This design comes from an exercise in tuning for small area on the open sky130 flow, not from production work.
The RTL was checked by simulation tests, not by an equivalence proof against the original design.
The flow treats the clock pin as an ideal source. Dropping or thinning the clock tree relies on that and would not hold on a real chip.
Power is estimated from default activity; no workload was simulated.

Setup of run A:
// Top_Circuit
module Top_Circuit(clk, rst, start, start_addr, end_addr, max_diff, busy, scl, sda_out, sda_oe, sda_in);
input clk, rst, start;
input [7:0] start_addr, end_addr;
output [7:0] max_diff;
output reg busy;
output reg scl, sda_out, sda_oe;
input sda_in;
localparam IDLE = 3'd0,   
           F0 = 3'd1,     
           F1 = 3'd2,     
           F23 = 3'd3,    
           RX = 3'd4,     
           STOP = 3'd5,   
           STOPF = 3'd6;  
reg [2:0] sg;
reg [5:0] c;
reg wp;                   
reg [7:0] sr, ia, mn, mx;
reg [7:0] diff, ia_inc;
reg [5:0] c_inc;
reg lte, sr_le_y, cy;
wire [7:0] y = c[1] ? mx : mn;
integer k;
always @* begin
	cy = 1'b1;
	for (k = 0; k < 8; k = k + 1) begin
		diff[k] = mx[k] ^ ~mn[k] ^ cy;
		cy = (mx[k] & ~mn[k]) | (cy & (mx[k] ^ ~mn[k]));
	end
	cy = 1'b1;
	for (k = 0; k < 8; k = k + 1) begin
		ia_inc[k] = ia[k] ^ cy;
		cy = cy & ia[k];
	end
	cy = 1'b1;
	for (k = 0; k < 6; k = k + 1) begin
		c_inc[k] = c[k] ^ cy;
		cy = cy & c[k];
	end
	lte = 1'b1; sr_le_y = ~c[1];
	for (k = 0; k < 8; k = k + 1) begin
		lte = (~ia[k] & end_addr[k]) | (~ia[k] & lte) | (end_addr[k] & lte);
		sr_le_y = (~sr[k] & y[k]) | (~sr[k] & sr_le_y) | (y[k] & sr_le_y);
	end
end
assign max_diff = wp ? diff : 8'd0;
wire [2:0] kb = c[4:2];
wire devbit = (kb == 3'd0) || (kb == 3'd2) || (kb == 3'd6) || (kb == 3'd7 && sg == F23);
reg busy_c;
always @* begin
	scl = 1'b1; sda_oe = 1'b1; sda_out = 1'b1;
	busy_c = 1'b1;
	case (sg)
		IDLE: busy_c = 1'b0;
		F0, F1, F23: begin
			if (!c[5]) begin
				scl = c[1];
				sda_out = (sg == F1) ? (wp | sr[7]) : (sg == F23 && wp) ? sr[7] : devbit;
			end else if (c[4]) begin
				sda_out = (c < 6'd62);
			end else begin
				sda_oe = 1'b0;
  ...
==> flow/config.mk <==
export PLATFORM = sky130hd
export DESIGN_NAME = Top_Circuit
export DESIGN_NICKNAME = Top_Circuit
export VERILOG_FILES = /design/flow/design.v
export SDC_FILE = /design/flow/constraint.sdc
export NUM_CORES = 4
export LEC_CHECK = 0
export CAP_MARGIN = 0
export CORE_MARGIN = 2
export CORE_UTILIZATION = 40
export GPL_TIMING_DRIVEN = 0
export PLACE_DENSITY = 0.6
export SLEW_MARGIN = 0
==> flow/constraint.sdc <==
create_clock -name core_clock -period 5.0 [get_ports {clk}]
set_input_delay 1.0000 -clock core_clock [delete_from_list [all_inputs] [get_ports {clk}]]
set_output_delay 1.0000 -clock core_clock [all_outputs]
set_load 0.01 [all_outputs]
standard.sh (not shown) runs the stock make flow with config.mk's settings and CLKGATE_MAP_FILE= SYNTH_SCRIPT=/design/flow/synth_recipe.tcl, a recipe that flattens the netlist after the stock synthesis.
==> flow/flow/run.sh <==
#!/bin/bash
# The standard ORFS layout (standard.sh) with changes that only affect which cells are
# chosen and how the clock is distributed:
#  - synthesis maps logic with an area-oriented abc script (flow/area.abc) and leaves adders
#    as plain gates for abc (no half/full adder cells); registers are untouched;
#  - port buffers use the smallest buffer cell;
#  - the clock port drives four leaf clock buffers, one per register cluster
#    (flow/manual_cts.tcl), instead of a root buffer and four leaves.
set -euo pipefail
here=$PWD
export BUFFER_PORTS_ARGS="-buffer_cell sky130_fd_sc_hd__buf_1"
export ADDER_MAP_FILE=
export AREA_ABC_SCRIPT=$here/flow/area.abc
export FLOW_SYNTH_TCL=$here/synth_recipe.tcl
export PRE_CTS_TCL=$here/flow/manual_cts.tcl
export MANUAL_CLK_K=4
export MANUAL_CLKBUF=sky130_fd_sc_hd__clkbuf_8
sed "s|SYNTH_SCRIPT=[^ ]*|SYNTH_SCRIPT=$here/flow/synth_area.tcl|" standard.sh > standard_area_synth.sh
bash standard_area_synth.sh synth > synth_flow.log 2>&1
bash standard.sh > standard_flow.log 2>&1
==> flow/flow/manual_clk.tcl <==
# Clock distribution for a small design (run before CTS, see manual_cts.tcl): the clock port
# drives K leaf clock buffers (K <= 4), each driving one cluster of clock sinks; clusters by
# k-means on the sink locations, each buffer placed at its cluster's centre.
set block [ord::get_db_block]
set clknet [[$block findBTerm clk] getNet]
set master [[ord::get_db] findMaster $::env(MANUAL_CLKBUF)]
set K $::env(MANUAL_CLK_K)
set its {}
foreach it [$clknet getITerms] {
  set bb [[$it getInst] getBBox]
  lappend its [list $it [expr {([$bb xMin] + [$bb xMax]) / 2.0}] [expr {([$bb yMin] + [$bb yMax]) / 2.0}]]
}
set its [lsort -real -index 1 $its]
set n [llength $its]
# initial centers: spread along x
set cs {}
for {set k 0} {$k < $K} {incr k} {
  set e [lindex $its [expr {int(($k + 0.5) * $n / $K)}]]
  lappend cs [list [lindex $e 1] [lindex $e 2]]
}
for {set iter 0} {$iter < 50} {incr iter} {
  set asg {}
  foreach e $its {
    set best 0; set bd 1e30
    for {set k 0} {$k < $K} {incr k} {
      set c [lindex $cs $k]
      set d [expr {abs([lindex $e 1] - [lindex $c 0]) + abs([lindex $e 2] - [lindex $c 1])}]
      if {$d < $bd} { set bd $d; set best $k }
    }
    lappend asg $best
  }
  set ncs {}
  for {set k 0} {$k < $K} {incr k} {
    set sx 0; set sy 0; set m 0
    foreach e $its a $asg { if {$a == $k} { set sx [expr {$sx + [lindex $e 1]}]; set sy [expr {$sy + [lindex $e 2]}]; incr m } }
    if {$m > 0} { lappend ncs [list [expr {$sx / $m}] [expr {$sy / $m}]] } else { lappend ncs [lindex $cs $k] }
  }
  set cs $ncs
}
for {set k 0} {$k < $K} {incr k} {
  set inst [odb::dbInst_create $block $master clkbuf_leaf_$k]
  set net [odb::dbNet_create $block clknet_leaf_$k]
  $net setSigType CLOCK
  [$inst findITerm A] connect $clknet
  [$inst findITerm X] connect $net
  set m 0
  foreach e $its a $asg { if {$a == $k} { set it [lindex $e 0]; $it disconnect; $it connect $net; incr m } }
  set c [lindex $cs $k]
  $inst setLocation [expr {int([lindex $c 0])}] [expr {int([lindex $c 1])}]
  $inst setPlacementStatus PLACED
  puts "clock leaf $k: $::env(MANUAL_CLKBUF) drives $m sinks"
}
Other scripts of this flow, unchanged in this note and not shown: flow/flow/area.abc, flow/flow/manual_cts.tcl, flow/flow/synth_area.tcl
Relative to run A, the following input files were edited for run B:
- GPL_TIMING_DRIVEN: 0 -> unset
- CAP_MARGIN: 0 -> 20
- SLEW_MARGIN: 0 -> 20
diff --git a/flow/flow/run.sh b/flow/flow/run.sh
--- a/flow/flow/run.sh
+++ b/flow/flow/run.sh
@@ -6,3 +6,3 @@
 #  - port buffers use the smallest buffer cell;
-#  - the clock port drives four leaf clock buffers, one per register cluster
+#  - the clock port drives three leaf clock buffers, one per register cluster
 #    (flow/manual_cts.tcl), instead of a root buffer and four leaves.
@@ -15,3 +15,3 @@
 export PRE_CTS_TCL=$here/flow/manual_cts.tcl
-export MANUAL_CLK_K=4
+export MANUAL_CLK_K=3
 export MANUAL_CLKBUF=sky130_fd_sc_hd__clkbuf_8
Between run B and run A, the DRC violations left figures differ only marginally. Sort run B and run A by HPWL reported at the end of detailed placement asc -> top: run A. Run B vs run A, global-route wire length before repair went up by about 1.8%. Run B vs run A on post-route fraction of the period consumed by the critical path: run B is the lower one. Run A → run B: power essentially unchanged; cell area after placement increased 0.85%. Of run B and run A, it is run B that has the lower final critical path time including I/O delays and setup. In the metrics for run B and run A, the one carrying the lower first-iteration DRC count is run A.
The following lists how run C was set up differently from run B:
- swapping 20 for 0 in CAP_MARGIN
- swapping 20 for 0 in SLEW_MARGIN
- putting GPL_TIMING_DRIVEN at 0 where nothing was set
==> run summary <==
- Compared with run B, in run C area of all placed cells without fillers dropped 24 um^2; routed wire length dropped about 4.6%; initial detailed-routing violation count dropped 19; peak per-stage delay on the critical path climbed 640 ps.
- Run C ended up with c[1]$_DFFE_PN_ as its launching element of the worst setup path; run B ended up with mx[1]$_SDFFE_PP0P_.
- Per the comparison of run C with run B, core utilization -0.38 points; net switching power of the design -about 2.4%.
- ia[2]$_DFF_P_ as the endpoint of the worst setup timing path was reported by run C, and max_diff[7] by run B.
- Compared with run B, in run C mean cell area of the mapped netlist held, number of vias in the routed layout decreased 80, first-pass GRT wire length dropped about 2.6%, global-route usage lower, worst hold margin went down.
- Master of the slowest instance on the critical path = sky130_fd_sc_hd__dfxtp_1: run B; master of the slowest instance on the critical path = sky130_fd_sc_hd__nor4_1: run C
For run D, these inputs were changed with respect to run C:
- swapping 0 for 20 in CAP_MARGIN
- swapping 0 for 20 in SLEW_MARGIN
==> comparison <==
Taking run C as the reference point, the minimum hold slack of run D falls by 8.2 ps. On post-layout net count: run D sits above run C. Run D: total routing resource utilization after global routing is 0.45 points lower than what run C reported.
In every run of this note, the design's own scripts or RTL, not TritonCTS, make the clock network.

separate check: timing with driven ports:
In the flow no input, the clock included, has a driving cell. The finished layouts below were timed again as built, in two steps. Step 1 sets driving cells, clkbuf_16 on the clock port and buf_2 on the other inputs (assumed; they add their load-dependent delay and slew). Step 2 also shifts input and output timing later by t, the mid clock arrival at the registers, as if the neighbouring blocks saw the same clock. a / b / c = no drivers / after step 1 / after step 2; a / b = the first two.
run	t (ns)	setup WS [ns]	worst slew at a driven data input, ns
run A	0.201	0.978 / 0.978 / 0.978	0.03
run B	0.205	1.395 / 1.342 / 1.547	0.03
run C	0.201	0.949 / 0.950 / 0.950	0.03
run D	0.202	1.376 / 1.333 / 1.376	0.03
After both steps setup and hold are still met in every run listed.
